This is an optimization exercise on Yosys and OpenROAD, whose aim is small area and a short achievable clock period, not a production implementation. No run shown here included a check of the RTL's function; only the layout flow was run.

==> flow/design.v, too long to show whole: its modules and the start of the top module <==
// module mult_cell: 46 lines
// module mult_man: 849 lines
module mult_man (
  input clk, input rstn, input data_rdy,
  input [16:0] mult1_signed, input [16:0] mult2_signed,
  output [31:0] res, output [33:0] res_signed, output res_rdy, output [32:0] res_final);
  // ...
==> flow/run.sh <==
#!/bin/bash
# synth_recipe.tcl (not shown) runs the flow's synth.tcl, then flattens the netlist and writes it again
# the make line also repeats each setting of config.mk as NAME=value (left out here)
make -C /OpenROAD-flow-scripts/flow DESIGN_CONFIG=/design/flow/config.mk WORK_HOME=/design/flow/orfs CLKGATE_MAP_FILE= SYNTH_SCRIPT=/design/flow/synth_recipe.tcl finish
==> flow/config.mk <==
export PLATFORM = sky130hd
export DESIGN_NAME = mult_man
export DESIGN_NICKNAME = mult_man
export VERILOG_FILES = /design/flow/design.v
export SDC_FILE = /design/flow/constraint.sdc
export NUM_CORES = 4
export LEC_CHECK = 0
export ABC_CLOCK_PERIOD_IN_PS = 2500
export CAP_MARGIN = 20
export CORE_MARGIN = 2
export CORE_UTILIZATION = 40
export SETUP_SLACK_MARGIN = 2.0
export SLEW_MARGIN = 20
==> flow/constraint.sdc <==
create_clock -name core_clock -period 4.5 [get_ports {clk}]
set_input_delay 0.9000 -clock core_clock [delete_from_list [all_inputs] [get_ports {clk}]]
set_output_delay 0.9000 -clock core_clock [all_outputs]
set_load 0.01 [all_outputs]
==> results by group, run 1 <==
Status
  • Status: failed layout checks
  • Failing Checks: negative setup slack

Timing
  • Tmin final: 4630 ps
  • Fmax: 0.216 GHz
  • Finish-stage setup viols: 10
  • Setup ws final: -132 ps
  • Final Skew: 27.7 ps

Yosys
  • Post-synthesis sequential area ratio: 30.4%
  • Dominant cell type by area after synthesis: fa_1
  • Largest family of logic cells by synthesized area: adder cells
  • Synth Register Bits: 214
  • Gate Count Post-Synth: 1557
  • Syn_nets: 1838

Clocking
  • Root buffer cell: clkbuf_16

Floorplan
  • Die Span Y: 199 microns
  • Cell Rows: 71
  • Tapcells: 511
  • Die footprint: 39600 sq um
  • Initial core utilization: 40.5%

Job
  • Maxcap violations: 0

Worst setup path
  • Reg-to-reg setup timing slack: -130 ps
  • Crit end category: flip-flop

Min path
  • Hold Path Stages: 0
  • Worst Hold Launch: v1$_DFF_PN0_

Layout
  • Sequential share of cell area: 23.3%
  • Num sequential: 214
  • Nets: 2085
  • Multi-input logic area: 10100 sq um
  • Biggest registers after layout: rs_q x33, r_q x31
  • Final Instance Area: 20300 sq um
  • Final core utilization: 54.0%

Route
  • WL met1: 16600 microns
  • First-pass DRT Iterations: 6
  • Post-DRT Antenna Nets: 0

Placement
  • Buffers on Ports: 135

Global routing
  • Overflow after GRT: 0
==> run 2, diff against run 1 <==
--- a/flow/design.v
+++ b/flow/design.v
@@ -559,337 +559,415 @@
   wire s213 = pp_14_9 ^ pp_15_8 ^ c112;
   wire c214 = (pp_14_9 & pp_15_8) | (pp_14_9 & c112) | (pp_15_8 & c112);
   wire s215 = pp_9_15 ^ pp_10_14 ^ pp_11_13;
   wire c216 = (pp_9_15 & pp_10_14) | (pp_9_15 & pp_11_13) | (pp_10_14 & pp_11_13);
   wire s217 = pp_12_12 ^ pp_13_11 ^ pp_14_10;
   wire c218 = (pp_12_12 & pp_13_11) | (pp_12_12 & pp_14_10) | (pp_13_11 & pp_14_10);
   wire s219 = pp_10_15 ^ pp_11_14 ^ pp_12_13;
   wire c220 = (pp_10_15 & pp_11_14) | (pp_10_15 & pp_12_13) | (pp_11_14 & pp_12_13);
-  wire s221 = pp_0_4 ^ pp_1_3;
-  wire c222 = pp_0_4 & pp_1_3;
-  wire s223 = pp_0_5 ^ pp_1_4 ^ pp_2_3;
-  wire c224 = (pp_0_5 & pp_1_4) | (pp_0_5 & pp_2_3) | (pp_1_4 & pp_2_3);
-  wire s225 = pp_3_2 ^ pp_4_1;
-  wire c226 = pp_3_2 & pp_4_1;
-  wire s227 = pp_2_4 ^ pp_3_3 ^ pp_4_2;
-  wire c228 = (pp_2_4 & pp_3_3) | (pp_2_4 & pp_4_2) | (pp_3_3 & pp_4_2);
-  wire s229 = pp_5_1 ^ pp_6_0 ^ s113;
-  wire c230 = (pp_5_1 & pp_6_0) | (pp_5_1 & s113) | (pp_6_0 & s113);
-  wire s231 = pp_5_2 ^ pp_6_1 ^ pp_7_0;
-  wire c232 = (pp_5_2 & pp_6_1) | (pp_5_2 & pp_7_0) | (pp_6_1 & pp_7_0);
-  wire s233 = c114 ^ s115 ^ s117;
-  wire c234 = (c114 & s115) | (c114 & s117) | (s115 & s117);
-  wire s235 = pp_8_0 ^ c116 ^ c118;
-  wire c236 = (pp_8_0 & c116) | (pp_8_0 & c118) | (c116 & c118);
-  wire s237 = s119 ^ s121 ^ s123;
-  wire c238 = (s119 & s121) | (s119 & s123) | (s121 & s123);
-  wire s239 = c120 ^ c122 ^ c124;
-  wire c240 = (c120 & c122) | (c120 & c124) | (c122 & c124);
-  wire s241 = s125 ^ s127 ^ s129;
-  wire c242 = (s125 & s127) | (s125 & s129) | (s127 & s129);
-  wire s243 = c126 ^ c128 ^ c130;
-  wire c244 = (c126 & c128) | (c126 & c130) | (c128 & c130);
-  wire s245 = s131 ^ s133 ^ s135;
-  wire c246 = (s131 & s133) | (s131 & s135) | (s133 & s135);
-  wire s247 = c132 ^ c134 ^ c136;
-  wire c248 = (c132 & c134) | (c132 & c136) | (c134 & c136);
-  wire s249 = s137 ^ s139 ^ s141;
-  wire c250 = (s137 & s139) | (s137 & s141) | (s139 & s141);
-  wire s251 = c138 ^ c140 ^ c142;
-  wire c252 = (c138 & c140) | (c138 & c142) | (c140 & c142);
-  wire s253 = s143 ^ s145 ^ s147;
-  wire c254 = (s143 & s145) | (s143 & s147) | (s145 & s147);
-  wire s255 = c144 ^ c146 ^ c148;
-  wire c256 = (c144 & c146) | (c144 & c148) | (c146 & c148);
-  wire s257 = s149 ^ s151 ^ s153;
-  wire c258 = (s149 & s151) | (s149 & s153) | (s151 & s153);
-  wire s259 = c150 ^ c152 ^ c154;
-  wire c260 = (c150 & c152) | (c150 & c154) | (c152 & c154);
-  wire s261 = s155 ^ s157 ^ s159;
-  wire c262 = (s155 & s157) | (s155 & s159) | (s157 & s159);
-  wire s263 = c156 ^ c158 ^ c160;
-  wire c264 = (c156 & c158) | (c156 & c160) | (c158 & c160);
-  wire s265 = s161 ^ s163 ^ s165;
-  wire c266 = (s161 & s163) | (s161 & s165) | (s163 & s165);
-  wire s267 = c162 ^ c164 ^ c166;
-  wire c268 = (c162 & c164) | (c162 & c166) | (c164 & c166);
-  wire s269 = s167 ^ s169 ^ s171;
-  wire c270 = (s167 & s169) | (s167 & s171) | (s169 & s171);
-  wire s271 = c168 ^ c170 ^ c172;
-  wire c272 = (c168 & c170) | (c168 & c172) | (c170 & c172);
-  wire s273 = s173 ^ s175 ^ s177;
-  wire c274 = (s173 & s175) | (s173 & s177) | (s175 & s177);
-  wire s275 = c174 ^ c176 ^ c178;
-  wire c276 = (c174 & c176) | (c174 & c178) | (c176 & c178);
-  wire s277 = s179 ^ s181 ^ s183;
-  wire c278 = (s179 & s181) | (s179 & s183) | (s181 & s183);
-  wire s279 = c180 ^ c182 ^ c184;
-  wire c280 = (c180 & c182) | (c180 & c184) | (c182 & c184);
-  wire s281 = s185 ^ s187 ^ s189;
-  wire c282 = (s185 & s187) | (s185 & s189) | (s187 & s189);
-  wire s283 = c186 ^ c188 ^ c190;
-  wire c284 = (c186 & c188) | (c186 & c190) | (c188 & c190);
-  wire s285 = s191 ^ s193 ^ s195;
-  wire c286 = (s191 & s193) | (s191 & s195) | (s193 & s195);
-  wire s287 = c192 ^ c194 ^ c196;
-  wire c288 = (c192 & c194) | (c192 & c196) | (c194 & c196);
-  wire s289 = s197 ^ s199 ^ s201;
-  wire c290 = (s197 & s199) | (s197 & s201) | (s199 & s201);
-  wire s291 = c198 ^ c200 ^ c202;
-  wire c292 = (c198 & c200) | (c198 & c202) | (c200 & c202);
-  wire s293 = s203 ^ s205 ^ s207;
-  wire c294 = (s203 & s205) | (s203 & s207) | (s205 & s207);
-  wire s295 = c204 ^ c206 ^ c208;
-  wire c296 = (c204 & c206) | (c204 & c208) | (c206 & c208);
-  wire s297 = s209 ^ s211 ^ s213;
-  wire c298 = (s209 & s211) | (s209 & s213) | (s211 & s213);
-  wire s299 = pp_15_9 ^ c210 ^ c212;
-  wire c300 = (pp_15_9 & c210) | (pp_15_9 & c212) | (c210 & c212);
-  wire s301 = c214 ^ s215 ^ s217;
-  wire c302 = (c214 & s215) | (c214 & s217) | (s215 & s217);
-  wire s303 = pp_13_12 ^ pp_14_11 ^ pp_15_10;
-  wire c304 = (pp_13_12 & pp_14_11) | (pp_13_12 & pp_15_10) | (pp_14_11 & pp_15_10);
-  wire s305 = c216 ^ c218 ^ s219;
-  wire c306 = (c216 & c218) | (c216 & s219) | (c218 & s219);
-  wire s307 = pp_11_15 ^ pp_12_14 ^ pp_13_13;
-  wire c308 = (pp_11_15 & pp_12_14) | (pp_11_15 & pp_13_13) | (pp_12_14 & pp_13_13);
-  wire s309 = pp_14_12 ^ pp_15_11 ^ c220;
-  wire c310 = (pp_14_12 & pp_15_11) | (pp_14_12 & c220) | (pp_15_11 & c220);
-  wire s311 = pp_12_15 ^ pp_13_14 ^ pp_14_13;
-  wire c312 = (pp_12_15 & pp_13_14) | (pp_12_15 & pp_14_13) | (pp_13_14 & pp_14_13);
   reg p2_col0_0; always @(posedge clk) p2_col0_0 <= pp_0_0;
   reg p2_col1_0; always @(posedge clk) p2_col1_0 <= pp_0_1;
   reg p2_col1_1; always @(posedge clk) p2_col1_1 <= pp_1_0;
   reg p2_col2_0; always @(posedge clk) p2_col2_0 <= pp_0_2;
   reg p2_col2_1; always @(posedge clk) p2_col2_1 <= pp_1_1;
   reg p2_col2_2; always @(posedge clk) p2_col2_2 <= pp_2_0;
   reg p2_col3_0; always @(posedge clk) p2_col3_0 <= pp_0_3;
   reg p2_col3_1; always @(posedge clk) p2_col3_1 <= pp_1_2;
   reg p2_col3_2; always @(posedge clk) p2_col3_2 <= pp_2_1;
   reg p2_col3_3; always @(posedge clk) p2_col3_3 <= pp_3_0;
-  reg p2_col4_0; always @(posedge clk) p2_col4_0 <= pp_2_2;
-  reg p2_col4_1; always @(posedge clk) p2_col4_1 <= pp_3_1;
-  reg p2_col4_2; always @(posedge clk) p2_col4_2 <= pp_4_0;
-  reg p2_col4_3; always @(posedge clk) p2_col4_3 <= s221;
-  reg p2_col5_0; always @(posedge clk) p2_col5_0 <= pp_5_0;
-  reg p2_col5_1; always @(posedge clk) p2_col5_1 <= c222;
-  reg p2_col5_2; always @(posedge clk) p2_col5_2 <= s223;
-  reg p2_col5_3; always @(posedge clk) p2_col5_3 <= s225;
-  reg p2_col6_0; always @(posedge clk) p2_col6_0 <= c224;
-  reg p2_col6_1; always @(posedge clk) p2_col6_1 <= c226;
-  reg p2_col6_2; always @(posedge clk) p2_col6_2 <= s227;
-  reg p2_col6_3; always @(posedge clk) p2_col6_3 <= s229;
-  reg p2_col7_0; always @(posedge clk) p2_col7_0 <= c228;
-  reg p2_col7_1; always @(posedge clk) p2_col7_1 <= c230;
-  reg p2_col7_2; always @(posedge clk) p2_col7_2 <= s231;
-  reg p2_col7_3; always @(posedge clk) p2_col7_3 <= s233;
-  reg p2_col8_0; always @(posedge clk) p2_col8_0 <= c232;
-  reg p2_col8_1; always @(posedge clk) p2_col8_1 <= c234;
-  reg p2_col8_2; always @(posedge clk) p2_col8_2 <= s235;
-  reg p2_col8_3; always @(posedge clk) p2_col8_3 <= s237;
-  reg p2_col9_0; always @(posedge clk) p2_col9_0 <= c236;
-  reg p2_col9_1; always @(posedge clk) p2_col9_1 <= c238;
-  reg p2_col9_2; always @(posedge clk) p2_col9_2 <= s239;
-  reg p2_col9_3; always @(posedge clk) p2_col9_3 <= s241;
-  reg p2_col10_0; always @(posedge clk) p2_col10_0 <= c240;
-  reg p2_col10_1; always @(posedge clk) p2_col10_1 <= c242;
-  reg p2_col10_2; always @(posedge clk) p2_col10_2 <= s243;
-  reg p2_col10_3; always @(posedge clk) p2_col10_3 <= s245;
-  reg p2_col11_0; always @(posedge clk) p2_col11_0 <= c244;
-  reg p2_col11_1; always @(posedge clk) p2_col11_1 <= c246;
-  reg p2_col11_2; always @(posedge clk) p2_col11_2 <= s247;
-  reg p2_col11_3; always @(posedge clk) p2_col11_3 <= s249;
-  reg p2_col12_0; always @(posedge clk) p2_col12_0 <= c248;
-  reg p2_col12_1; always @(posedge clk) p2_col12_1 <= c250;
-  reg p2_col12_2; always @(posedge clk) p2_col12_2 <= s251;
-  reg p2_col12_3; always @(posedge clk) p2_col12_3 <= s253;
-  reg p2_col13_0; always @(posedge clk) p2_col13_0 <= c252;
-  reg p2_col13_1; always @(posedge clk) p2_col13_1 <= c254;
-  reg p2_col13_2; always @(posedge clk) p2_col13_2 <= s255;
-  reg p2_col13_3; always @(posedge clk) p2_col13_3 <= s257;
-  reg p2_col14_0; always @(posedge clk) p2_col14_0 <= c256;
-  reg p2_col14_1; always @(posedge clk) p2_col14_1 <= c258;
-  reg p2_col14_2; always @(posedge clk) p2_col14_2 <= s259;
-  reg p2_col14_3; always @(posedge clk) p2_col14_3 <= s261;
-  reg p2_col15_0; always @(posedge clk) p2_col15_0 <= c260;
-  reg p2_col15_1; always @(posedge clk) p2_col15_1 <= c262;
-  reg p2_col15_2; always @(posedge clk) p2_col15_2 <= s263;
-  reg p2_col15_3; always @(posedge clk) p2_col15_3 <= s265;
-  reg p2_col16_0; always @(posedge clk) p2_col16_0 <= c264;
-  reg p2_col16_1; always @(posedge clk) p2_col16_1 <= c266;
-  reg p2_col16_2; always @(posedge clk) p2_col16_2 <= s267;
-  reg p2_col16_3; always @(posedge clk) p2_col16_3 <= s269;
-  reg p2_col17_0; always @(posedge clk) p2_col17_0 <= c268;
-  reg p2_col17_1; always @(posedge clk) p2_col17_1 <= c270;
-  reg p2_col17_2; always @(posedge clk) p2_col17_2 <= s271;
-  reg p2_col17_3; always @(posedge clk) p2_col17_3 <= s273;
-  reg p2_col18_0; always @(posedge clk) p2_col18_0 <= c272;
-  reg p2_col18_1; always @(posedge clk) p2_col18_1 <= c274;
-  reg p2_col18_2; always @(posedge clk) p2_col18_2 <= s275;
-  reg p2_col18_3; always @(posedge clk) p2_col18_3 <= s277;
-  reg p2_col19_0; always @(posedge clk) p2_col19_0 <= c276;
-  reg p2_col19_1; always @(posedge clk) p2_col19_1 <= c278;
-  reg p2_col19_2; always @(posedge clk) p2_col19_2 <= s279;
-  reg p2_col19_3; always @(posedge clk) p2_col19_3 <= s281;
-  reg p2_col20_0; always @(posedge clk) p2_col20_0 <= c280;
-  reg p2_col20_1; always @(posedge clk) p2_col20_1 <= c282;
-  reg p2_col20_2; always @(posedge clk) p2_col20_2 <= s283;
-  reg p2_col20_3; always @(posedge clk) p2_col20_3 <= s285;
-  reg p2_col21_0; always @(posedge clk) p2_col21_0 <= c284;
-  reg p2_col21_1; always @(posedge clk) p2_col21_1 <= c286;
-  reg p2_col21_2; always @(posedge clk) p2_col21_2 <= s287;
-  reg p2_col21_3; always @(posedge clk) p2_col21_3 <= s289;
-  reg p2_col22_0; always @(posedge clk) p2_col22_0 <= c288;
-  reg p2_col22_1; always @(posedge clk) p2_col22_1 <= c290;
-  reg p2_col22_2; always @(posedge clk) p2_col22_2 <= s291;
-  reg p2_col22_3; always @(posedge clk) p2_col22_3 <= s293;
-  reg p2_col23_0; always @(posedge clk) p2_col23_0 <= c292;
-  reg p2_col23_1; always @(posedge clk) p2_col23_1 <= c294;
-  reg p2_col23_2; always @(posedge clk) p2_col23_2 <= s295;
-  reg p2_col23_3; always @(posedge clk) p2_col23_3 <= s297;
-  reg p2_col24_0; always @(posedge clk) p2_col24_0 <= c296;
-  reg p2_col24_1; always @(posedge clk) p2_col24_1 <= c298;
-  reg p2_col24_2; always @(posedge clk) p2_col24_2 <= s299;
-  reg p2_col24_3; always @(posedge clk) p2_col24_3 <= s301;
-  reg p2_col25_0; always @(posedge clk) p2_col25_0 <= c300;
-  reg p2_col25_1; always @(posedge clk) p2_col25_1 <= c302;
-  reg p2_col25_2; always @(posedge clk) p2_col25_2 <= s303;
-  reg p2_col25_3; always @(posedge clk) p2_col25_3 <= s305;
-  reg p2_col26_0; always @(posedge clk) p2_col26_0 <= c304;
-  reg p2_col26_1; always @(posedge clk) p2_col26_1 <= c306;
-  reg p2_col26_2; always @(posedge clk) p2_col26_2 <= s307;
-  reg p2_col26_3; always @(posedge clk) p2_col26_3 <= s309;
-  reg p2_col27_0; always @(posedge clk) p2_col27_0 <= pp_15_12;
-  reg p2_col27_1; always @(posedge clk) p2_col27_1 <= c308;
-  reg p2_col27_2; always @(posedge clk) p2_col27_2 <= c310;
-  reg p2_col27_3; always @(posedge clk) p2_col27_3 <= s311;
+  reg p2_col4_0; always @(posedge clk) p2_col4_0 <= pp_0_4;
+  reg p2_col4_1; always @(posedge clk) p2_col4_1 <= pp_1_3;
+  reg p2_col4_2; always @(posedge clk) p2_col4_2 <= pp_2_2;
+  reg p2_col4_3; always @(posedge clk) p2_col4_3 <= pp_3_1;
+  reg p2_col4_4; always @(posedge clk) p2_col4_4 <= pp_4_0;
+  reg p2_col5_0; always @(posedge clk) p2_col5_0 <= pp_0_5;
+  reg p2_col5_1; always @(posedge clk) p2_col5_1 <= pp_1_4;
+  reg p2_col5_2; always @(posedge clk) p2_col5_2 <= pp_2_3;
+  reg p2_col5_3; always @(posedge clk) p2_col5_3 <= pp_3_2;
+  reg p2_col5_4; always @(posedge clk) p2_col5_4 <= pp_4_1;
+  reg p2_col5_5; always @(posedge clk) p2_col5_5 <= pp_5_0;
+  reg p2_col6_0; always @(posedge clk) p2_col6_0 <= pp_2_4;
+  reg p2_col6_1; always @(posedge clk) p2_col6_1 <= pp_3_3;
+  reg p2_col6_2; always @(posedge clk) p2_col6_2 <= pp_4_2;
+  reg p2_col6_3; always @(posedge clk) p2_col6_3 <= pp_5_1;
+  reg p2_col6_4; always @(posedge clk) p2_col6_4 <= pp_6_0;
+  reg p2_col6_5; always @(posedge clk) p2_col6_5 <= s113;
+  reg p2_col7_0; always @(posedge clk) p2_col7_0 <= pp_5_2;
+  reg p2_col7_1; always @(posedge clk) p2_col7_1 <= pp_6_1;
+  reg p2_col7_2; always @(posedge clk) p2_col7_2 <= pp_7_0;
+  reg p2_col7_3; always @(posedge clk) p2_col7_3 <= c114;
+  reg p2_col7_4; always @(posedge clk) p2_col7_4 <= s115;
+  reg p2_col7_5; always @(posedge clk) p2_col7_5 <= s117;
+  reg p2_col8_0; always @(posedge clk) p2_col8_0 <= pp_8_0;
+  reg p2_col8_1; always @(posedge clk) p2_col8_1 <= c116;
+  reg p2_col8_2; always @(posedge clk) p2_col8_2 <= c118;
+  reg p2_col8_3; always @(posedge clk) p2_col8_3 <= s119;
+  reg p2_col8_4; always @(posedge clk) p2_col8_4 <= s121;
+  reg p2_col8_5; always @(posedge clk) p2_col8_5 <= s123;
+  reg p2_col9_0; always @(posedge clk) p2_col9_0 <= c120;
+  reg p2_col9_1; always @(posedge clk) p2_col9_1 <= c122;
+  reg p2_col9_2; always @(posedge clk) p2_col9_2 <= c124;
+  reg p2_col9_3; always @(posedge clk) p2_col9_3 <= s125;
+  reg p2_col9_4; always @(posedge clk) p2_col9_4 <= s127;
+  reg p2_col9_5; always @(posedge clk) p2_col9_5 <= s129;
+  reg p2_col10_0; always @(posedge clk) p2_col10_0 <= c126;
+  reg p2_col10_1; always @(posedge clk) p2_col10_1 <= c128;
+  reg p2_col10_2; always @(posedge clk) p2_col10_2 <= c130;
+  reg p2_col10_3; always @(posedge clk) p2_col10_3 <= s131;
+  reg p2_col10_4; always @(posedge clk) p2_col10_4 <= s133;
+  reg p2_col10_5; always @(posedge clk) p2_col10_5 <= s135;
+  reg p2_col11_0; always @(posedge clk) p2_col11_0 <= c132;
+  reg p2_col11_1; always @(posedge clk) p2_col11_1 <= c134;
+  reg p2_col11_2; always @(posedge clk) p2_col11_2 <= c136;
+  reg p2_col11_3; always @(posedge clk) p2_col11_3 <= s137;
+  reg p2_col11_4; always @(posedge clk) p2_col11_4 <= s139;
+  reg p2_col11_5; always @(posedge clk) p2_col11_5 <= s141;
+  reg p2_col12_0; always @(posedge clk) p2_col12_0 <= c138;
+  reg p2_col12_1; always @(posedge clk) p2_col12_1 <= c140;
+  reg p2_col12_2; always @(posedge clk) p2_col12_2 <= c142;
+  reg p2_col12_3; always @(posedge clk) p2_col12_3 <= s143;
+  reg p2_col12_4; always @(posedge clk) p2_col12_4 <= s145;
+  reg p2_col12_5; always @(posedge clk) p2_col12_5 <= s147;
+  reg p2_col13_0; always @(posedge clk) p2_col13_0 <= c144;
+  reg p2_col13_1; always @(posedge clk) p2_col13_1 <= c146;
+  reg p2_col13_2; always @(posedge clk) p2_col13_2 <= c148;
+  reg p2_col13_3; always @(posedge clk) p2_col13_3 <= s149;
+  reg p2_col13_4; always @(posedge clk) p2_col13_4 <= s151;
+  reg p2_col13_5; always @(posedge clk) p2_col13_5 <= s153;
+  reg p2_col14_0; always @(posedge clk) p2_col14_0 <= c150;
+  reg p2_col14_1; always @(posedge clk) p2_col14_1 <= c152;
+  reg p2_col14_2; always @(posedge clk) p2_col14_2 <= c154;
+  reg p2_col14_3; always @(posedge clk) p2_col14_3 <= s155;
+  reg p2_col14_4; always @(posedge clk) p2_col14_4 <= s157;
+  reg p2_col14_5; always @(posedge clk) p2_col14_5 <= s159;
+  reg p2_col15_0; always @(posedge clk) p2_col15_0 <= c156;
+  reg p2_col15_1; always @(posedge clk) p2_col15_1 <= c158;
+  reg p2_col15_2; always @(posedge clk) p2_col15_2 <= c160;
+  reg p2_col15_3; always @(posedge clk) p2_col15_3 <= s161;
+  reg p2_col15_4; always @(posedge clk) p2_col15_4 <= s163;
+  reg p2_col15_5; always @(posedge clk) p2_col15_5 <= s165;
+  reg p2_col16_0; always @(posedge clk) p2_col16_0 <= c162;
+  reg p2_col16_1; always @(posedge clk) p2_col16_1 <= c164;
+  reg p2_col16_2; always @(posedge clk) p2_col16_2 <= c166;
+  reg p2_col16_3; always @(posedge clk) p2_col16_3 <= s167;
+  reg p2_col16_4; always @(posedge clk) p2_col16_4 <= s169;
+  reg p2_col16_5; always @(posedge clk) p2_col16_5 <= s171;
+  reg p2_col17_0; always @(posedge clk) p2_col17_0 <= c168;
+  reg p2_col17_1; always @(posedge clk) p2_col17_1 <= c170;
+  reg p2_col17_2; always @(posedge clk) p2_col17_2 <= c172;
+  reg p2_col17_3; always @(posedge clk) p2_col17_3 <= s173;
+  reg p2_col17_4; always @(posedge clk) p2_col17_4 <= s175;
+  reg p2_col17_5; always @(posedge clk) p2_col17_5 <= s177;
+  reg p2_col18_0; always @(posedge clk) p2_col18_0 <= c174;
+  reg p2_col18_1; always @(posedge clk) p2_col18_1 <= c176;
+  reg p2_col18_2; always @(posedge clk) p2_col18_2 <= c178;
+  reg p2_col18_3; always @(posedge clk) p2_col18_3 <= s179;
+  reg p2_col18_4; always @(posedge clk) p2_col18_4 <= s181;
+  reg p2_col18_5; always @(posedge clk) p2_col18_5 <= s183;
+  reg p2_col19_0; always @(posedge clk) p2_col19_0 <= c180;
+  reg p2_col19_1; always @(posedge clk) p2_col19_1 <= c182;
+  reg p2_col19_2; always @(posedge clk) p2_col19_2 <= c184;
+  reg p2_col19_3; always @(posedge clk) p2_col19_3 <= s185;
+  reg p2_col19_4; always @(posedge clk) p2_col19_4 <= s187;
+  reg p2_col19_5; always @(posedge clk) p2_col19_5 <= s189;
+  reg p2_col20_0; always @(posedge clk) p2_col20_0 <= c186;
+  reg p2_col20_1; always @(posedge clk) p2_col20_1 <= c188;
+  reg p2_col20_2; always @(posedge clk) p2_col20_2 <= c190;
+  reg p2_col20_3; always @(posedge clk) p2_col20_3 <= s191;
+  reg p2_col20_4; always @(posedge clk) p2_col20_4 <= s193;
+  reg p2_col20_5; always @(posedge clk) p2_col20_5 <= s195;
+  reg p2_col21_0; always @(posedge clk) p2_col21_0 <= c192;
+  reg p2_col21_1; always @(posedge clk) p2_col21_1 <= c194;
+  reg p2_col21_2; always @(posedge clk) p2_col21_2 <= c196;
+  reg p2_col21_3; always @(posedge clk) p2_col21_3 <= s197;
+  reg p2_col21_4; always @(posedge clk) p2_col21_4 <= s199;
+  reg p2_col21_5; always @(posedge clk) p2_col21_5 <= s201;
+  reg p2_col22_0; always @(posedge clk) p2_col22_0 <= c198;
+  reg p2_col22_1; always @(posedge clk) p2_col22_1 <= c200;
+  reg p2_col22_2; always @(posedge clk) p2_col22_2 <= c202;
+  reg p2_col22_3; always @(posedge clk) p2_col22_3 <= s203;
+  reg p2_col22_4; always @(posedge clk) p2_col22_4 <= s205;
+  reg p2_col22_5; always @(posedge clk) p2_col22_5 <= s207;
+  reg p2_col23_0; always @(posedge clk) p2_col23_0 <= c204;
+  reg p2_col23_1; always @(posedge clk) p2_col23_1 <= c206;
+  reg p2_col23_2; always @(posedge clk) p2_col23_2 <= c208;
+  reg p2_col23_3; always @(posedge clk) p2_col23_3 <= s209;
+  reg p2_col23_4; always @(posedge clk) p2_col23_4 <= s211;
+  reg p2_col23_5; always @(posedge clk) p2_col23_5 <= s213;
+  reg p2_col24_0; always @(posedge clk) p2_col24_0 <= pp_15_9;
+  reg p2_col24_1; always @(posedge clk) p2_col24_1 <= c210;
+  reg p2_col24_2; always @(posedge clk) p2_col24_2 <= c212;
+  reg p2_col24_3; always @(posedge clk) p2_col24_3 <= c214;
+  reg p2_col24_4; always @(posedge clk) p2_col24_4 <= s215;
+  reg p2_col24_5; always @(posedge clk) p2_col24_5 <= s217;
+  reg p2_col25_0; always @(posedge clk) p2_col25_0 <= pp_13_12;
+  reg p2_col25_1; always @(posedge clk) p2_col25_1 <= pp_14_11;
+  reg p2_col25_2; always @(posedge clk) p2_col25_2 <= pp_15_10;
+  reg p2_col25_3; always @(posedge clk) p2_col25_3 <= c216;
+  reg p2_col25_4; always @(posedge clk) p2_col25_4 <= c218;
+  reg p2_col25_5; always @(posedge clk) p2_col25_5 <= s219;
+  reg p2_col26_0; always @(posedge clk) p2_col26_0 <= pp_11_15;
+  reg p2_col26_1; always @(posedge clk) p2_col26_1 <= pp_12_14;
+  reg p2_col26_2; always @(posedge clk) p2_col26_2 <= pp_13_13;
+  reg p2_col26_3; always @(posedge clk) p2_col26_3 <= pp_14_12;
+  reg p2_col26_4; always @(posedge clk) p2_col26_4 <= pp_15_11;
+  reg p2_col26_5; always @(posedge clk) p2_col26_5 <= c220;
+  reg p2_col27_0; always @(posedge clk) p2_col27_0 <= pp_12_15;
+  reg p2_col27_1; always @(posedge clk) p2_col27_1 <= pp_13_14;
+  reg p2_col27_2; always @(posedge clk) p2_col27_2 <= pp_14_13;
+  reg p2_col27_3; always @(posedge clk) p2_col27_3 <= pp_15_12;
   reg p2_col28_0; always @(posedge clk) p2_col28_0 <= pp_13_15;
   reg p2_col28_1; always @(posedge clk) p2_col28_1 <= pp_14_14;
   reg p2_col28_2; always @(posedge clk) p2_col28_2 <= pp_15_13;
-  reg p2_col28_3; always @(posedge clk) p2_col28_3 <= c312;
   reg p2_col29_0; always @(posedge clk) p2_col29_0 <= pp_14_15;
   reg p2_col29_1; always @(posedge clk) p2_col29_1 <= pp_15_14;
   reg p2_col30_0; always @(posedge clk) p2_col30_0 <= pp_15_15;
   reg p2_n_0; always @(posedge clk) p2_n_0 <= p1_n_0;
   reg v2; always @(posedge clk or negedge rstn) if (!rstn) v2 <= 1'b0; else v2 <= v1;
+  wire s221 = p2_col4_0 ^ p2_col4_1;
+  wire c222 = p2_col4_0 & p2_col4_1;
+  wire s223 = p2_col5_0 ^ p2_col5_1 ^ p2_col5_2;
+  wire c224 = (p2_col5_0 & p2_col5_1) | (p2_col5_0 & p2_col5_2) | (p2_col5_1 & p2_col5_2);
+  wire s225 = p2_col5_3 ^ p2_col5_4;
+  wire c226 = p2_col5_3 & p2_col5_4;
+  wire s227 = p2_col6_0 ^ p2_col6_1 ^ p2_col6_2;
+  wire c228 = (p2_col6_0 & p2_col6_1) | (p2_col6_0 & p2_col6_2) | (p2_col6_1 & p2_col6_2);
+  wire s229 = p2_col6_3 ^ p2_col6_4 ^ p2_col6_5;
+  wire c230 = (p2_col6_3 & p2_col6_4) | (p2_col6_3 & p2_col6_5) | (p2_col6_4 & p2_col6_5);
+  wire s231 = p2_col7_0 ^ p2_col7_1 ^ p2_col7_2;
+  wire c232 = (p2_col7_0 & p2_col7_1) | (p2_col7_0 & p2_col7_2) | (p2_col7_1 & p2_col7_2);
+  wire s233 = p2_col7_3 ^ p2_col7_4 ^ p2_col7_5;
+  wire c234 = (p2_col7_3 & p2_col7_4) | (p2_col7_3 & p2_col7_5) | (p2_col7_4 & p2_col7_5);
+  wire s235 = p2_col8_0 ^ p2_col8_1 ^ p2_col8_2;
+  wire c236 = (p2_col8_0 & p2_col8_1) | (p2_col8_0 & p2_col8_2) | (p2_col8_1 & p2_col8_2);
+  wire s237 = p2_col8_3 ^ p2_col8_4 ^ p2_col8_5;
+  wire c238 = (p2_col8_3 & p2_col8_4) | (p2_col8_3 & p2_col8_5) | (p2_col8_4 & p2_col8_5);
+  wire s239 = p2_col9_0 ^ p2_col9_1 ^ p2_col9_2;
+  wire c240 = (p2_col9_0 & p2_col9_1) | (p2_col9_0 & p2_col9_2) | (p2_col9_1 & p2_col9_2);
+  wire s241 = p2_col9_3 ^ p2_col9_4 ^ p2_col9_5;
+  wire c242 = (p2_col9_3 & p2_col9_4) | (p2_col9_3 & p2_col9_5) | (p2_col9_4 & p2_col9_5);
+  wire s243 = p2_col10_0 ^ p2_col10_1 ^ p2_col10_2;
+  wire c244 = (p2_col10_0 & p2_col10_1) | (p2_col10_0 & p2_col10_2) | (p2_col10_1 & p2_col10_2);
+  wire s245 = p2_col10_3 ^ p2_col10_4 ^ p2_col10_5;
+  wire c246 = (p2_col10_3 & p2_col10_4) | (p2_col10_3 & p2_col10_5) | (p2_col10_4 & p2_col10_5);
+  wire s247 = p2_col11_0 ^ p2_col11_1 ^ p2_col11_2;
+  wire c248 = (p2_col11_0 & p2_col11_1) | (p2_col11_0 & p2_col11_2) | (p2_col11_1 & p2_col11_2);
+  wire s249 = p2_col11_3 ^ p2_col11_4 ^ p2_col11_5;
+  wire c250 = (p2_col11_3 & p2_col11_4) | (p2_col11_3 & p2_col11_5) | (p2_col11_4 & p2_col11_5);
+  wire s251 = p2_col12_0 ^ p2_col12_1 ^ p2_col12_2;
+  wire c252 = (p2_col12_0 & p2_col12_1) | (p2_col12_0 & p2_col12_2) | (p2_col12_1 & p2_col12_2);
+  wire s253 = p2_col12_3 ^ p2_col12_4 ^ p2_col12_5;
+  wire c254 = (p2_col12_3 & p2_col12_4) | (p2_col12_3 & p2_col12_5) | (p2_col12_4 & p2_col12_5);
+  wire s255 = p2_col13_0 ^ p2_col13_1 ^ p2_col13_2;
+  wire c256 = (p2_col13_0 & p2_col13_1) | (p2_col13_0 & p2_col13_2) | (p2_col13_1 & p2_col13_2);
+  wire s257 = p2_col13_3 ^ p2_col13_4 ^ p2_col13_5;
+  wire c258 = (p2_col13_3 & p2_col13_4) | (p2_col13_3 & p2_col13_5) | (p2_col13_4 & p2_col13_5);
+  wire s259 = p2_col14_0 ^ p2_col14_1 ^ p2_col14_2;
+  wire c260 = (p2_col14_0 & p2_col14_1) | (p2_col14_0 & p2_col14_2) | (p2_col14_1 & p2_col14_2);
+  wire s261 = p2_col14_3 ^ p2_col14_4 ^ p2_col14_5;
+  wire c262 = (p2_col14_3 & p2_col14_4) | (p2_col14_3 & p2_col14_5) | (p2_col14_4 & p2_col14_5);
+  wire s263 = p2_col15_0 ^ p2_col15_1 ^ p2_col15_2;
+  wire c264 = (p2_col15_0 & p2_col15_1) | (p2_col15_0 & p2_col15_2) | (p2_col15_1 & p2_col15_2);
+  wire s265 = p2_col15_3 ^ p2_col15_4 ^ p2_col15_5;
+  wire c266 = (p2_col15_3 & p2_col15_4) | (p2_col15_3 & p2_col15_5) | (p2_col15_4 & p2_col15_5);
+  wire s267 = p2_col16_0 ^ p2_col16_1 ^ p2_col16_2;
+  wire c268 = (p2_col16_0 & p2_col16_1) | (p2_col16_0 & p2_col16_2) | (p2_col16_1 & p2_col16_2);
+  wire s269 = p2_col16_3 ^ p2_col16_4 ^ p2_col16_5;
+  wire c270 = (p2_col16_3 & p2_col16_4) | (p2_col16_3 & p2_col16_5) | (p2_col16_4 & p2_col16_5);
+  wire s271 = p2_col17_0 ^ p2_col17_1 ^ p2_col17_2;
+  wire c272 = (p2_col17_0 & p2_col17_1) | (p2_col17_0 & p2_col17_2) | (p2_col17_1 & p2_col17_2);
+  wire s273 = p2_col17_3 ^ p2_col17_4 ^ p2_col17_5;
+  wire c274 = (p2_col17_3 & p2_col17_4) | (p2_col17_3 & p2_col17_5) | (p2_col17_4 & p2_col17_5);
+  wire s275 = p2_col18_0 ^ p2_col18_1 ^ p2_col18_2;
+  wire c276 = (p2_col18_0 & p2_col18_1) | (p2_col18_0 & p2_col18_2) | (p2_col18_1 & p2_col18_2);
+  wire s277 = p2_col18_3 ^ p2_col18_4 ^ p2_col18_5;
+  wire c278 = (p2_col18_3 & p2_col18_4) | (p2_col18_3 & p2_col18_5) | (p2_col18_4 & p2_col18_5);
+  wire s279 = p2_col19_0 ^ p2_col19_1 ^ p2_col19_2;
+  wire c280 = (p2_col19_0 & p2_col19_1) | (p2_col19_0 & p2_col19_2) | (p2_col19_1 & p2_col19_2);
+  wire s281 = p2_col19_3 ^ p2_col19_4 ^ p2_col19_5;
+  wire c282 = (p2_col19_3 & p2_col19_4) | (p2_col19_3 & p2_col19_5) | (p2_col19_4 & p2_col19_5);
+  wire s283 = p2_col20_0 ^ p2_col20_1 ^ p2_col20_2;
+  wire c284 = (p2_col20_0 & p2_col20_1) | (p2_col20_0 & p2_col20_2) | (p2_col20_1 & p2_col20_2);
+  wire s285 = p2_col20_3 ^ p2_col20_4 ^ p2_col20_5;
+  wire c286 = (p2_col20_3 & p2_col20_4) | (p2_col20_3 & p2_col20_5) | (p2_col20_4 & p2_col20_5);
+  wire s287 = p2_col21_0 ^ p2_col21_1 ^ p2_col21_2;
+  wire c288 = (p2_col21_0 & p2_col21_1) | (p2_col21_0 & p2_col21_2) | (p2_col21_1 & p2_col21_2);
+  wire s289 = p2_col21_3 ^ p2_col21_4 ^ p2_col21_5;
+  wire c290 = (p2_col21_3 & p2_col21_4) | (p2_col21_3 & p2_col21_5) | (p2_col21_4 & p2_col21_5);
+  wire s291 = p2_col22_0 ^ p2_col22_1 ^ p2_col22_2;
+  wire c292 = (p2_col22_0 & p2_col22_1) | (p2_col22_0 & p2_col22_2) | (p2_col22_1 & p2_col22_2);
+  wire s293 = p2_col22_3 ^ p2_col22_4 ^ p2_col22_5;
+  wire c294 = (p2_col22_3 & p2_col22_4) | (p2_col22_3 & p2_col22_5) | (p2_col22_4 & p2_col22_5);
+  wire s295 = p2_col23_0 ^ p2_col23_1 ^ p2_col23_2;
+  wire c296 = (p2_col23_0 & p2_col23_1) | (p2_col23_0 & p2_col23_2) | (p2_col23_1 & p2_col23_2);
+  wire s297 = p2_col23_3 ^ p2_col23_4 ^ p2_col23_5;
+  wire c298 = (p2_col23_3 & p2_col23_4) | (p2_col23_3 & p2_col23_5) | (p2_col23_4 & p2_col23_5);
+  wire s299 = p2_col24_0 ^ p2_col24_1 ^ p2_col24_2;
+  wire c300 = (p2_col24_0 & p2_col24_1) | (p2_col24_0 & p2_col24_2) | (p2_col24_1 & p2_col24_2);
+  wire s301 = p2_col24_3 ^ p2_col24_4 ^ p2_col24_5;
+  wire c302 = (p2_col24_3 & p2_col24_4) | (p2_col24_3 & p2_col24_5) | (p2_col24_4 & p2_col24_5);
+  wire s303 = p2_col25_0 ^ p2_col25_1 ^ p2_col25_2;
+  wire c304 = (p2_col25_0 & p2_col25_1) | (p2_col25_0 & p2_col25_2) | (p2_col25_1 & p2_col25_2);
+  wire s305 = p2_col25_3 ^ p2_col25_4 ^ p2_col25_5;
+  wire c306 = (p2_col25_3 & p2_col25_4) | (p2_col25_3 & p2_col25_5) | (p2_col25_4 & p2_col25_5);
+  wire s307 = p2_col26_0 ^ p2_col26_1 ^ p2_col26_2;
+  wire c308 = (p2_col26_0 & p2_col26_1) | (p2_col26_0 & p2_col26_2) | (p2_col26_1 & p2_col26_2);
+  wire s309 = p2_col26_3 ^ p2_col26_4 ^ p2_col26_5;
+  wire c310 = (p2_col26_3 & p2_col26_4) | (p2_col26_3 & p2_col26_5) | (p2_col26_4 & p2_col26_5);
+  wire s311 = p2_col27_0 ^ p2_col27_1 ^ p2_col27_2;
+  wire c312 = (p2_col27_0 & p2_col27_1) | (p2_col27_0 & p2_col27_2) | (p2_col27_1 & p2_col27_2);
   wire s313 = p2_col3_0 ^ p2_col3_1;
   wire c314 = p2_col3_0 & p2_col3_1;
-  wire s315 = p2_col4_0 ^ p2_col4_1 ^ p2_col4_2;
-  wire c316 = (p2_col4_0 & p2_col4_1) | (p2_col4_0 & p2_col4_2) | (p2_col4_1 & p2_col4_2);
-  wire s317 = p2_col5_0 ^ p2_col5_1 ^ p2_col5_2;
-  wire c318 = (p2_col5_0 & p2_col5_1) | (p2_col5_0 & p2_col5_2) | (p2_col5_1 & p2_col5_2);
-  wire s319 = p2_col6_0 ^ p2_col6_1 ^ p2_col6_2;
-  wire c320 = (p2_col6_0 & p2_col6_1) | (p2_col6_0 & p2_col6_2) | (p2_col6_1 & p2_col6_2);
-  wire s321 = p2_col7_0 ^ p2_col7_1 ^ p2_col7_2;
-  wire c322 = (p2_col7_0 & p2_col7_1) | (p2_col7_0 & p2_col7_2) | (p2_col7_1 & p2_col7_2);
-  wire s323 = p2_col8_0 ^ p2_col8_1 ^ p2_col8_2;
-  wire c324 = (p2_col8_0 & p2_col8_1) | (p2_col8_0 & p2_col8_2) | (p2_col8_1 & p2_col8_2);
-  wire s325 = p2_col9_0 ^ p2_col9_1 ^ p2_col9_2;
-  wire c326 = (p2_col9_0 & p2_col9_1) | (p2_col9_0 & p2_col9_2) | (p2_col9_1 & p2_col9_2);
-  wire s327 = p2_col10_0 ^ p2_col10_1 ^ p2_col10_2;
-  wire c328 = (p2_col10_0 & p2_col10_1) | (p2_col10_0 & p2_col10_2) | (p2_col10_1 & p2_col10_2);
-  wire s329 = p2_col11_0 ^ p2_col11_1 ^ p2_col11_2;
-  wire c330 = (p2_col11_0 & p2_col11_1) | (p2_col11_0 & p2_col11_2) | (p2_col11_1 & p2_col11_2);
-  wire s331 = p2_col12_0 ^ p2_col12_1 ^ p2_col12_2;
-  wire c332 = (p2_col12_0 & p2_col12_1) | (p2_col12_0 & p2_col12_2) | (p2_col12_1 & p2_col12_2);
-  wire s333 = p2_col13_0 ^ p2_col13_1 ^ p2_col13_2;
-  wire c334 = (p2_col13_0 & p2_col13_1) | (p2_col13_0 & p2_col13_2) | (p2_col13_1 & p2_col13_2);
-  wire s335 = p2_col14_0 ^ p2_col14_1 ^ p2_col14_2;
-  wire c336 = (p2_col14_0 & p2_col14_1) | (p2_col14_0 & p2_col14_2) | (p2_col14_1 & p2_col14_2);
-  wire s337 = p2_col15_0 ^ p2_col15_1 ^ p2_col15_2;
-  wire c338 = (p2_col15_0 & p2_col15_1) | (p2_col15_0 & p2_col15_2) | (p2_col15_1 & p2_col15_2);
-  wire s339 = p2_col16_0 ^ p2_col16_1 ^ p2_col16_2;
-  wire c340 = (p2_col16_0 & p2_col16_1) | (p2_col16_0 & p2_col16_2) | (p2_col16_1 & p2_col16_2);
-  wire s341 = p2_col17_0 ^ p2_col17_1 ^ p2_col17_2;
-  wire c342 = (p2_col17_0 & p2_col17_1) | (p2_col17_0 & p2_col17_2) | (p2_col17_1 & p2_col17_2);
-  wire s343 = p2_col18_0 ^ p2_col18_1 ^ p2_col18_2;
-  wire c344 = (p2_col18_0 & p2_col18_1) | (p2_col18_0 & p2_col18_2) | (p2_col18_1 & p2_col18_2);
-  wire s345 = p2_col19_0 ^ p2_col19_1 ^ p2_col19_2;
-  wire c346 = (p2_col19_0 & p2_col19_1) | (p2_col19_0 & p2_col19_2) | (p2_col19_1 & p2_col19_2);
-  wire s347 = p2_col20_0 ^ p2_col20_1 ^ p2_col20_2;
-  wire c348 = (p2_col20_0 & p2_col20_1) | (p2_col20_0 & p2_col20_2) | (p2_col20_1 & p2_col20_2);
-  wire s349 = p2_col21_0 ^ p2_col21_1 ^ p2_col21_2;
-  wire c350 = (p2_col21_0 & p2_col21_1) | (p2_col21_0 & p2_col21_2) | (p2_col21_1 & p2_col21_2);
-  wire s351 = p2_col22_0 ^ p2_col22_1 ^ p2_col22_2;
-  wire c352 = (p2_col22_0 & p2_col22_1) | (p2_col22_0 & p2_col22_2) | (p2_col22_1 & p2_col22_2);
-  wire s353 = p2_col23_0 ^ p2_col23_1 ^ p2_col23_2;
-  wire c354 = (p2_col23_0 & p2_col23_1) | (p2_col23_0 & p2_col23_2) | (p2_col23_1 & p2_col23_2);
-  wire s355 = p2_col24_0 ^ p2_col24_1 ^ p2_col24_2;
-  wire c356 = (p2_col24_0 & p2_col24_1) | (p2_col24_0 & p2_col24_2) | (p2_col24_1 & p2_col24_2);
-  wire s357 = p2_col25_0 ^ p2_col25_1 ^ p2_col25_2;
-  wire c358 = (p2_col25_0 & p2_col25_1) | (p2_col25_0 & p2_col25_2) | (p2_col25_1 & p2_col25_2);
-  wire s359 = p2_col26_0 ^ p2_col26_1 ^ p2_col26_2;
-  wire c360 = (p2_col26_0 & p2_col26_1) | (p2_col26_0 & p2_col26_2) | (p2_col26_1 & p2_col26_2);
-  wire s361 = p2_col27_0 ^ p2_col27_1 ^ p2_col27_2;
-  wire c362 = (p2_col27_0 & p2_col27_1) | (p2_col27_0 & p2_col27_2) | (p2_col27_1 & p2_col27_2);
+  wire s315 = p2_col4_2 ^ p2_col4_3 ^ p2_col4_4;
+  wire c316 = (p2_col4_2 & p2_col4_3) | (p2_col4_2 & p2_col4_4) | (p2_col4_3 & p2_col4_4);
+  wire s317 = p2_col5_5 ^ c222 ^ s223;
+  wire c318 = (p2_col5_5 & c222) | (p2_col5_5 & s223) | (c222 & s223);
+  wire s319 = c224 ^ c226 ^ s227;
+  wire c320 = (c224 & c226) | (c224 & s227) | (c226 & s227);
+  wire s321 = c228 ^ c230 ^ s231;
+  wire c322 = (c228 & c230) | (c228 & s231) | (c230 & s231);
+  wire s323 = c232 ^ c234 ^ s235;
+  wire c324 = (c232 & c234) | (c232 & s235) | (c234 & s235);
+  wire s325 = c236 ^ c238 ^ s239;
+  wire c326 = (c236 & c238) | (c236 & s239) | (c238 & s239);
+  wire s327 = c240 ^ c242 ^ s243;
+  wire c328 = (c240 & c242) | (c240 & s243) | (c242 & s243);
+  wire s329 = c244 ^ c246 ^ s247;
+  wire c330 = (c244 & c246) | (c244 & s247) | (c246 & s247);
+  wire s331 = c248 ^ c250 ^ s251;
+  wire c332 = (c248 & c250) | (c248 & s251) | (c250 & s251);
+  wire s333 = c252 ^ c254 ^ s255;
+  wire c334 = (c252 & c254) | (c252 & s255) | (c254 & s255);
+  wire s335 = c256 ^ c258 ^ s259;
+  wire c336 = (c256 & c258) | (c256 & s259) | (c258 & s259);
+  wire s337 = c260 ^ c262 ^ s263;
+  wire c338 = (c260 & c262) | (c260 & s263) | (c262 & s263);
+  wire s339 = c264 ^ c266 ^ s267;
+  wire c340 = (c264 & c266) | (c264 & s267) | (c266 & s267);
+  wire s341 = c268 ^ c270 ^ s271;
+  wire c342 = (c268 & c270) | (c268 & s271) | (c270 & s271);
+  wire s343 = c272 ^ c274 ^ s275;
+  wire c344 = (c272 & c274) | (c272 & s275) | (c274 & s275);
+  wire s345 = c276 ^ c278 ^ s279;
+  wire c346 = (c276 & c278) | (c276 & s279) | (c278 & s279);
+  wire s347 = c280 ^ c282 ^ s283;
+  wire c348 = (c280 & c282) | (c280 & s283) | (c282 & s283);
+  wire s349 = c284 ^ c286 ^ s287;
+  wire c350 = (c284 & c286) | (c284 & s287) | (c286 & s287);
+  wire s351 = c288 ^ c290 ^ s291;
+  wire c352 = (c288 & c290) | (c288 & s291) | (c290 & s291);
+  wire s353 = c292 ^ c294 ^ s295;
+  wire c354 = (c292 & c294) | (c292 & s295) | (c294 & s295);
+  wire s355 = c296 ^ c298 ^ s299;
+  wire c356 = (c296 & c298) | (c296 & s299) | (c298 & s299);
+  wire s357 = c300 ^ c302 ^ s303;
+  wire c358 = (c300 & c302) | (c300 & s303) | (c302 & s303);
+  wire s359 = c304 ^ c306 ^ s307;
+  wire c360 = (c304 & c306) | (c304 & s307) | (c306 & s307);
+  wire s361 = p2_col27_3 ^ c308 ^ c310;
+  wire c362 = (p2_col27_3 & c308) | (p2_col27_3 & c310) | (c308 & c310);
   wire s363 = p2_col28_0 ^ p2_col28_1 ^ p2_col28_2;
   wire c364 = (p2_col28_0 & p2_col28_1) | (p2_col28_0 & p2_col28_2) | (p2_col28_1 & p2_col28_2);
   wire s365 = p2_col2_0 ^ p2_col2_1;
   wire c366 = p2_col2_0 & p2_col2_1;
   wire s367 = p2_col3_2 ^ p2_col3_3 ^ s313;
   wire c368 = (p2_col3_2 & p2_col3_3) | (p2_col3_2 & s313) | (p2_col3_3 & s313);
-  wire s369 = p2_col4_3 ^ c314 ^ s315;
-  wire c370 = (p2_col4_3 & c314) | (p2_col4_3 & s315) | (c314 & s315);
-  wire s371 = p2_col5_3 ^ c316 ^ s317;
-  wire c372 = (p2_col5_3 & c316) | (p2_col5_3 & s317) | (c316 & s317);
-  wire s373 = p2_col6_3 ^ c318 ^ s319;
-  wire c374 = (p2_col6_3 & c318) | (p2_col6_3 & s319) | (c318 & s319);
-  wire s375 = p2_col7_3 ^ c320 ^ s321;
-  wire c376 = (p2_col7_3 & c320) | (p2_col7_3 & s321) | (c320 & s321);
-  wire s377 = p2_col8_3 ^ c322 ^ s323;
-  wire c378 = (p2_col8_3 & c322) | (p2_col8_3 & s323) | (c322 & s323);
-  wire s379 = p2_col9_3 ^ c324 ^ s325;
-  wire c380 = (p2_col9_3 & c324) | (p2_col9_3 & s325) | (c324 & s325);
-  wire s381 = p2_col10_3 ^ c326 ^ s327;
-  wire c382 = (p2_col10_3 & c326) | (p2_col10_3 & s327) | (c326 & s327);
-  wire s383 = p2_col11_3 ^ c328 ^ s329;
-  wire c384 = (p2_col11_3 & c328) | (p2_col11_3 & s329) | (c328 & s329);
-  wire s385 = p2_col12_3 ^ c330 ^ s331;
-  wire c386 = (p2_col12_3 & c330) | (p2_col12_3 & s331) | (c330 & s331);
-  wire s387 = p2_col13_3 ^ c332 ^ s333;
-  wire c388 = (p2_col13_3 & c332) | (p2_col13_3 & s333) | (c332 & s333);
-  wire s389 = p2_col14_3 ^ c334 ^ s335;
-  wire c390 = (p2_col14_3 & c334) | (p2_col14_3 & s335) | (c334 & s335);
-  wire s391 = p2_col15_3 ^ c336 ^ s337;
-  wire c392 = (p2_col15_3 & c336) | (p2_col15_3 & s337) | (c336 & s337);
-  wire s393 = p2_col16_3 ^ c338 ^ s339;
-  wire c394 = (p2_col16_3 & c338) | (p2_col16_3 & s339) | (c338 & s339);
-  wire s395 = p2_col17_3 ^ c340 ^ s341;
-  wire c396 = (p2_col17_3 & c340) | (p2_col17_3 & s341) | (c340 & s341);
-  wire s397 = p2_col18_3 ^ c342 ^ s343;
-  wire c398 = (p2_col18_3 & c342) | (p2_col18_3 & s343) | (c342 & s343);
-  wire s399 = p2_col19_3 ^ c344 ^ s345;
-  wire c400 = (p2_col19_3 & c344) | (p2_col19_3 & s345) | (c344 & s345);
-  wire s401 = p2_col20_3 ^ c346 ^ s347;
-  wire c402 = (p2_col20_3 & c346) | (p2_col20_3 & s347) | (c346 & s347);
-  wire s403 = p2_col21_3 ^ c348 ^ s349;
-  wire c404 = (p2_col21_3 & c348) | (p2_col21_3 & s349) | (c348 & s349);
-  wire s405 = p2_col22_3 ^ c350 ^ s351;
-  wire c406 = (p2_col22_3 & c350) | (p2_col22_3 & s351) | (c350 & s351);
-  wire s407 = p2_col23_3 ^ c352 ^ s353;
-  wire c408 = (p2_col23_3 & c352) | (p2_col23_3 & s353) | (c352 & s353);
-  wire s409 = p2_col24_3 ^ c354 ^ s355;
-  wire c410 = (p2_col24_3 & c354) | (p2_col24_3 & s355) | (c354 & s355);
-  wire s411 = p2_col25_3 ^ c356 ^ s357;
-  wire c412 = (p2_col25_3 & c356) | (p2_col25_3 & s357) | (c356 & s357);
-  wire s413 = p2_col26_3 ^ c358 ^ s359;
-  wire c414 = (p2_col26_3 & c358) | (p2_col26_3 & s359) | (c358 & s359);
-  wire s415 = p2_col27_3 ^ c360 ^ s361;
-  wire c416 = (p2_col27_3 & c360) | (p2_col27_3 & s361) | (c360 & s361);
-  wire s417 = p2_col28_3 ^ c362 ^ s363;
-  wire c418 = (p2_col28_3 & c362) | (p2_col28_3 & s363) | (c362 & s363);
+  wire s369 = s221 ^ c314 ^ s315;
+  wire c370 = (s221 & c314) | (s221 & s315) | (c314 & s315);
+  wire s371 = s225 ^ c316 ^ s317;
+  wire c372 = (s225 & c316) | (s225 & s317) | (c316 & s317);
+  wire s373 = s229 ^ c318 ^ s319;
+  wire c374 = (s229 & c318) | (s229 & s319) | (c318 & s319);
+  wire s375 = s233 ^ c320 ^ s321;
+  wire c376 = (s233 & c320) | (s233 & s321) | (c320 & s321);
+  wire s377 = s237 ^ c322 ^ s323;
+  wire c378 = (s237 & c322) | (s237 & s323) | (c322 & s323);
+  wire s379 = s241 ^ c324 ^ s325;
+  wire c380 = (s241 & c324) | (s241 & s325) | (c324 & s325);
+  wire s381 = s245 ^ c326 ^ s327;
+  wire c382 = (s245 & c326) | (s245 & s327) | (c326 & s327);
+  wire s383 = s249 ^ c328 ^ s329;
+  wire c384 = (s249 & c328) | (s249 & s329) | (c328 & s329);
+  wire s385 = s253 ^ c330 ^ s331;
+  wire c386 = (s253 & c330) | (s253 & s331) | (c330 & s331);
+  wire s387 = s257 ^ c332 ^ s333;
+  wire c388 = (s257 & c332) | (s257 & s333) | (c332 & s333);
+  wire s389 = s261 ^ c334 ^ s335;
+  wire c390 = (s261 & c334) | (s261 & s335) | (c334 & s335);
+  wire s391 = s265 ^ c336 ^ s337;
+  wire c392 = (s265 & c336) | (s265 & s337) | (c336 & s337);
+  wire s393 = s269 ^ c338 ^ s339;
+  wire c394 = (s269 & c338) | (s269 & s339) | (c338 & s339);
+  wire s395 = s273 ^ c340 ^ s341;
+  wire c396 = (s273 & c340) | (s273 & s341) | (c340 & s341);
+  wire s397 = s277 ^ c342 ^ s343;
+  wire c398 = (s277 & c342) | (s277 & s343) | (c342 & s343);
+  wire s399 = s281 ^ c344 ^ s345;
+  wire c400 = (s281 & c344) | (s281 & s345) | (c344 & s345);
+  wire s401 = s285 ^ c346 ^ s347;
+  wire c402 = (s285 & c346) | (s285 & s347) | (c346 & s347);
+  wire s403 = s289 ^ c348 ^ s349;
+  wire c404 = (s289 & c348) | (s289 & s349) | (c348 & s349);
+  wire s405 = s293 ^ c350 ^ s351;
+  wire c406 = (s293 & c350) | (s293 & s351) | (c350 & s351);
+  wire s407 = s297 ^ c352 ^ s353;
+  wire c408 = (s297 & c352) | (s297 & s353) | (c352 & s353);
+  wire s409 = s301 ^ c354 ^ s355;
+  wire c410 = (s301 & c354) | (s301 & s355) | (c354 & s355);
+  wire s411 = s305 ^ c356 ^ s357;
+  wire c412 = (s305 & c356) | (s305 & s357) | (c356 & s357);
+  wire s413 = s309 ^ c358 ^ s359;
+  wire c414 = (s309 & c358) | (s309 & s359) | (c358 & s359);
+  wire s415 = s311 ^ c360 ^ s361;
+  wire c416 = (s311 & c360) | (s311 & s361) | (c360 & s361);
+  wire s417 = c312 ^ c362 ^ s363;
+  wire c418 = (c312 & c362) | (c312 & s363) | (c362 & s363);
   wire s419 = p2_col29_0 ^ p2_col29_1 ^ c364;
   wire c420 = (p2_col29_0 & p2_col29_1) | (p2_col29_0 & c364) | (p2_col29_1 & c364);
   wire [31:0] cx = {1'b0,p2_col30_0,c418,c416,c414,c412,c410,c408,c406,c404,c402,c400,c398,c396,c394,c392,c390,c388,c386,c384,c382,c380,c378,c376,c374,c372,c370,c368,c366,p2_col2_2,p2_col1_0,p2_col0_0};
   wire [31:0] cy = {1'b0,c420,s419,s417,s415,s413,s411,s409,s407,s405,s403,s401,s399,s397,s395,s393,s391,s389,s387,s385,s383,s381,s379,s377,s375,s373,s371,s369,s367,s365,p2_col1_1,1'b0};
   wire [31:0] prod = cx + cy;
-  wire [31:0] pf = {prod[31],prod[30],prod[29],prod[28],prod[27],prod[26],prod[25],prod[24],prod[23],prod[22],prod[21],prod[20],prod[19],prod[18],prod[17],prod[16],prod[15],prod[14],prod[13],prod[12],prod[11],prod[10],prod[9],prod[8],prod[7],prod[6],prod[5],prod[4],prod[3],prod[2],prod[1],prod[0]};
-  wire nf = p2_n_0;
-  wire vf = v2;
+  reg p3_p_0; always @(posedge clk) p3_p_0 <= prod[0];
+  reg p3_p_1; always @(posedge clk) p3_p_1 <= prod[1];
+  reg p3_p_2; always @(posedge clk) p3_p_2 <= prod[2];
+  reg p3_p_3; always @(posedge clk) p3_p_3 <= prod[3];
+  reg p3_p_4; always @(posedge clk) p3_p_4 <= prod[4];
+  reg p3_p_5; always @(posedge clk) p3_p_5 <= prod[5];
+  reg p3_p_6; always @(posedge clk) p3_p_6 <= prod[6];
+  reg p3_p_7; always @(posedge clk) p3_p_7 <= prod[7];
+  reg p3_p_8; always @(posedge clk) p3_p_8 <= prod[8];
+  reg p3_p_9; always @(posedge clk) p3_p_9 <= prod[9];
+  reg p3_p_10; always @(posedge clk) p3_p_10 <= prod[10];
+  reg p3_p_11; always @(posedge clk) p3_p_11 <= prod[11];
+  reg p3_p_12; always @(posedge clk) p3_p_12 <= prod[12];
+  reg p3_p_13; always @(posedge clk) p3_p_13 <= prod[13];
+  reg p3_p_14; always @(posedge clk) p3_p_14 <= prod[14];
+  reg p3_p_15; always @(posedge clk) p3_p_15 <= prod[15];
+  reg p3_p_16; always @(posedge clk) p3_p_16 <= prod[16];
+  reg p3_p_17; always @(posedge clk) p3_p_17 <= prod[17];
+  reg p3_p_18; always @(posedge clk) p3_p_18 <= prod[18];
+  reg p3_p_19; always @(posedge clk) p3_p_19 <= prod[19];
+  reg p3_p_20; always @(posedge clk) p3_p_20 <= prod[20];
+  reg p3_p_21; always @(posedge clk) p3_p_21 <= prod[21];
+  reg p3_p_22; always @(posedge clk) p3_p_22 <= prod[22];
+  reg p3_p_23; always @(posedge clk) p3_p_23 <= prod[23];
+  reg p3_p_24; always @(posedge clk) p3_p_24 <= prod[24];
+  reg p3_p_25; always @(posedge clk) p3_p_25 <= prod[25];
+  reg p3_p_26; always @(posedge clk) p3_p_26 <= prod[26];
+  reg p3_p_27; always @(posedge clk) p3_p_27 <= prod[27];
+  reg p3_p_28; always @(posedge clk) p3_p_28 <= prod[28];
+  reg p3_p_29; always @(posedge clk) p3_p_29 <= prod[29];
+  reg p3_p_30; always @(posedge clk) p3_p_30 <= prod[30];
+  reg p3_p_31; always @(posedge clk) p3_p_31 <= prod[31];
+  reg p3_n_0; always @(posedge clk) p3_n_0 <= p2_n_0;
+  reg v3; always @(posedge clk or negedge rstn) if (!rstn) v3 <= 1'b0; else v3 <= v2;
+  wire [31:0] pf = {p3_p_31,p3_p_30,p3_p_29,p3_p_28,p3_p_27,p3_p_26,p3_p_25,p3_p_24,p3_p_23,p3_p_22,p3_p_21,p3_p_20,p3_p_19,p3_p_18,p3_p_17,p3_p_16,p3_p_15,p3_p_14,p3_p_13,p3_p_12,p3_p_11,p3_p_10,p3_p_9,p3_p_8,p3_p_7,p3_p_6,p3_p_5,p3_p_4,p3_p_3,p3_p_2,p3_p_1,p3_p_0};
+  wire nf = p3_n_0;
+  wire vf = v3;
   wire [33:0] sgn = nf ? (34'd0 - {2'b00, pf}) : {2'b00, pf};
   reg [31:0] r_q; reg [33:0] rs_q; reg rdy_q;
   always @(posedge clk or negedge rstn)
     if (!rstn) begin r_q <= 32'd0; rs_q <= 34'd0; rdy_q <= 1'b0; end
     else begin rdy_q <= vf; r_q <= vf ? pf : 32'd0; rs_q <= vf ? sgn : 34'd0; end
   assign res = r_q; assign res_signed = rs_q; assign res_rdy = rdy_q;
   assign res_final = {1'b0, r_q};
 endmodule
==> flow/config.mk (replaced) <==
export PLATFORM = sky130hd
export DESIGN_NAME = mult_man
export DESIGN_NICKNAME = mult_man
export VERILOG_FILES = /design/flow/design.v
export SDC_FILE = /design/flow/constraint.sdc
export NUM_CORES = 4
export LEC_CHECK = 0
export ABC_CLOCK_PERIOD_IN_PS = 2000
export CAP_MARGIN = 20
export CORE_MARGIN = 2
export CORE_UTILIZATION = 40
export SETUP_SLACK_MARGIN = 2.5
export SLEW_MARGIN = 20
==> results by group, run 2 <==
Status
  • Status: complete, no violations (was failed layout checks)

Layout
  • Area Growth Syn to Fin: 24.5% (was 33.4%)
  • Layout Cells excl Fill: 2324 (was 2333)
  • Commonest non-fill, non-tap cell in the layout: inv_1 (unchanged)
  • Sequential Area: 6290 sq um (was 4730 sq um)
  • Final Instance Area: 20400 sq um (was 20300 sq um)
  • Ant diodes: 0 (unchanged)
  • Max FFs per register: 33 (unchanged)
  • Biggest registers after layout: rs_q x33, r_q x31 (unchanged)
  • Multi-input logic area: 9430 sq um (was 10100 sq um)
  • Register with the most flip-flops: rs_q (unchanged)
  • Nets: 2049 (was 2085)

Placement
  • Gpl congestion: 0.811 (was 0.831)
  • Placed Area: 18400 sq um (was 17700 sq um)
  • Post-DP HPWL: 25500 microns (was 26800 microns)
  • Buffers on Ports: 135 (unchanged)

Global routing
  • Overflow after GRT: 0 (unchanged)
  • GRT busiest layer: met2 (unchanged)
  • Antenna violations before repair: 0 (unchanged)

Floorplan
  • Die footprint: 42600 sq um (was 39600 sq um)
  • Initial core utilization: 40.3% (was 40.5%)
  • Die W: 206 microns (was 199 microns)
  • Cell Rows: 74 (was 71)
  • Die Span Y: 206 microns (was 199 microns)

Yosys
  • Syn_nets: 1874 (was 1838)
  • Dominant cell type by area after synthesis: dfxtp_1 (was fa_1)
  • Gate Count Post-Synth: 1593 (was 1557)
  • Post-synthesis sequential area ratio: 37.8% (was 30.4%)
  • Synth Register Bits: 292 (was 214)
  • Ys async rst share: 23.3% (was 31.3%)
  • Post-synth top area share: 27.4% (was 25.8%)
  • Top FF cell, synth: dfxtp_1 (unchanged)
  • Synth Cell Area: 16400 sq um (was 15200 sq um)

Worst setup path
  • Worst EP arrival: 4180 ps (was 5030 ps)
  • WP data required: 4900 ps (about the same)
  • Crit end category: flip-flop (unchanged)

Timing
  • Final Skew: 14.2 ps (was 27.7 ps)
  • Tmin final: 3780 ps (was 4630 ps)
  • Finish-stage setup viols: 0 (was 10)
  • Fmax: 0.264 GHz (was 0.216 GHz)

Route
  • Via-to-Cell Ratio: 4.69 (was 4.76)
  • First-pass DRT Iterations: 4 (was 6)
  • Initial detailed-routing violation count: 557 (was 478)
  • Post-DRT Antenna Nets: 0 (unchanged)

Clocking
  • Root buffer cell: clkbuf_16 (unchanged)

Job
  • Maxcap violations: 0 (unchanged)
-- run 2: cell types whose count changed after synthesis, sizes merged, moves of 7 or more --
cell,previous run,this run
dfxtp,147,224
nor2,71,19
nand2,95,140
inv,280,307
xnor2,48,68
xor2,25,11
and2,226,214
nand3,16,4
a21o,12,23
o211ai,9,1
o21ai,44,36
nand2b,12,5
-- run 2: metal layers --
metal | part of all wire [%] | routed length (microns)
met1 | 45 | 17000
met2 | 46 | 17300
met3 | 6.6 | 2510
met4 | 2.5 | 947
met5 | 0 | 0
-- run 2: stage by stage --
| stage | worst slack (ps) | util (%) |
|---|---|---|
| after floorplan | 857 | - |
| after global placement | 678 | 45.2 |
| after detailed placement | 604 | 45.2 |
| after CTS | 730 | 49.0 |
| after global routing | 626 | 50.2 |
| final | 717 | 50.2 |
-- run 2: kinds of logic (layout without fill, tap and decap cells) --
kind of cell,count (synthesis),after routing,synth area share (%)
DFF,292,292,37.8
AOI/OAI and AO/OA,149,149,5.99
other,1,1,0.0229
muxes,2,2,0.130
buffers and inverters,393,592,9.94
xor gates and xnor gates,79,79,4.23
and+or+nand+nor,433,433,14.3
adders and majority gates,244,244,27.6
-- run 2: cell type report --
cell class | instances | area share [%]
Sequential cell | 292 | 30.8
Tap cell | 532 | 3.27
Clock buffer | 45 | 4.68
Clock inverter | 16 | 0.970
Timing Repair Buffer | 224 | 8.32
Multi-Input combinational cell | 908 | 46.3
Inverter | 307 | 5.65
-- run 2: worst paths after layout --
kind / end / slack [ps] / cells past startpoint
worst max-delay path: p3_p_30$_DFF_P_ / 720 / 13
worst min-delay path: r_q[3]$_DFF_PN0_ / 310 / 1
worst max register to register: p3_p_30$_DFF_P_ / 720 / 13
worst min register to register: p3_p_0$_DFF_P_ / 320 / 0
max in group asynchronous: rs_q[27]$_DFF_PN0_ / 3260 / 2
min in group core_clock: p3_p_0$_DFF_P_ / 320 / 0
-- run 2: critical path, stage by stage, from the launching register on --
cell	delay [ps]
dfxtp_2	320
inv_2	30
fa_1	550
fa_1	440
fa_1	520
inv_2	50
ha_4	250
a21oi_2	140
nor2b_1	60
a211o_1	270
a221o_1	400
o31a_1	310
a41oi_2	220
xnor2_1	100
-- run 2: repair_timing --
action	4_1_cts	5_1_grt
resized for setup	536	81
setup buffers	64	22
pin swaps	66	55
setup endpoints to repair	215	87

-- static timing again, ports no longer ideal --
The flow's constraints put no driver on any port. The routed layouts listed below were extracted and timed again, unchanged, in two steps.
Step 1 (the two cells are an assumption about what drives the block):
set clk [get_ports {clk}]
set_driving_cell -lib_cell sky130_fd_sc_hd__clkbuf_16 $clk
set_driving_cell -lib_cell sky130_fd_sc_hd__buf_2 [delete_from_list [all_inputs] $clk]
Step 2 moves the port delays by t, midway between the first and last clock arrival at a register: inputs arrive t later, outputs are due t later. That takes back most of the time a late clock gives input paths.
a / b / c = no drivers / after step 1 / after step 2; a / b = the first two.
run | t (ns) | setup WS [ns] | hold slack, ns | slew at the worst register clock pin (ns)
run 1 | 0.566 | -0.132 / -0.132 / -0.132 | 0.355 / 0.355 / 0.355 | 0.07 / 0.07
run 2 | 0.554 | 0.717 / 0.717 / 0.717 | 0.314 / 0.289 / 0.317 | 0.06 / 0.06
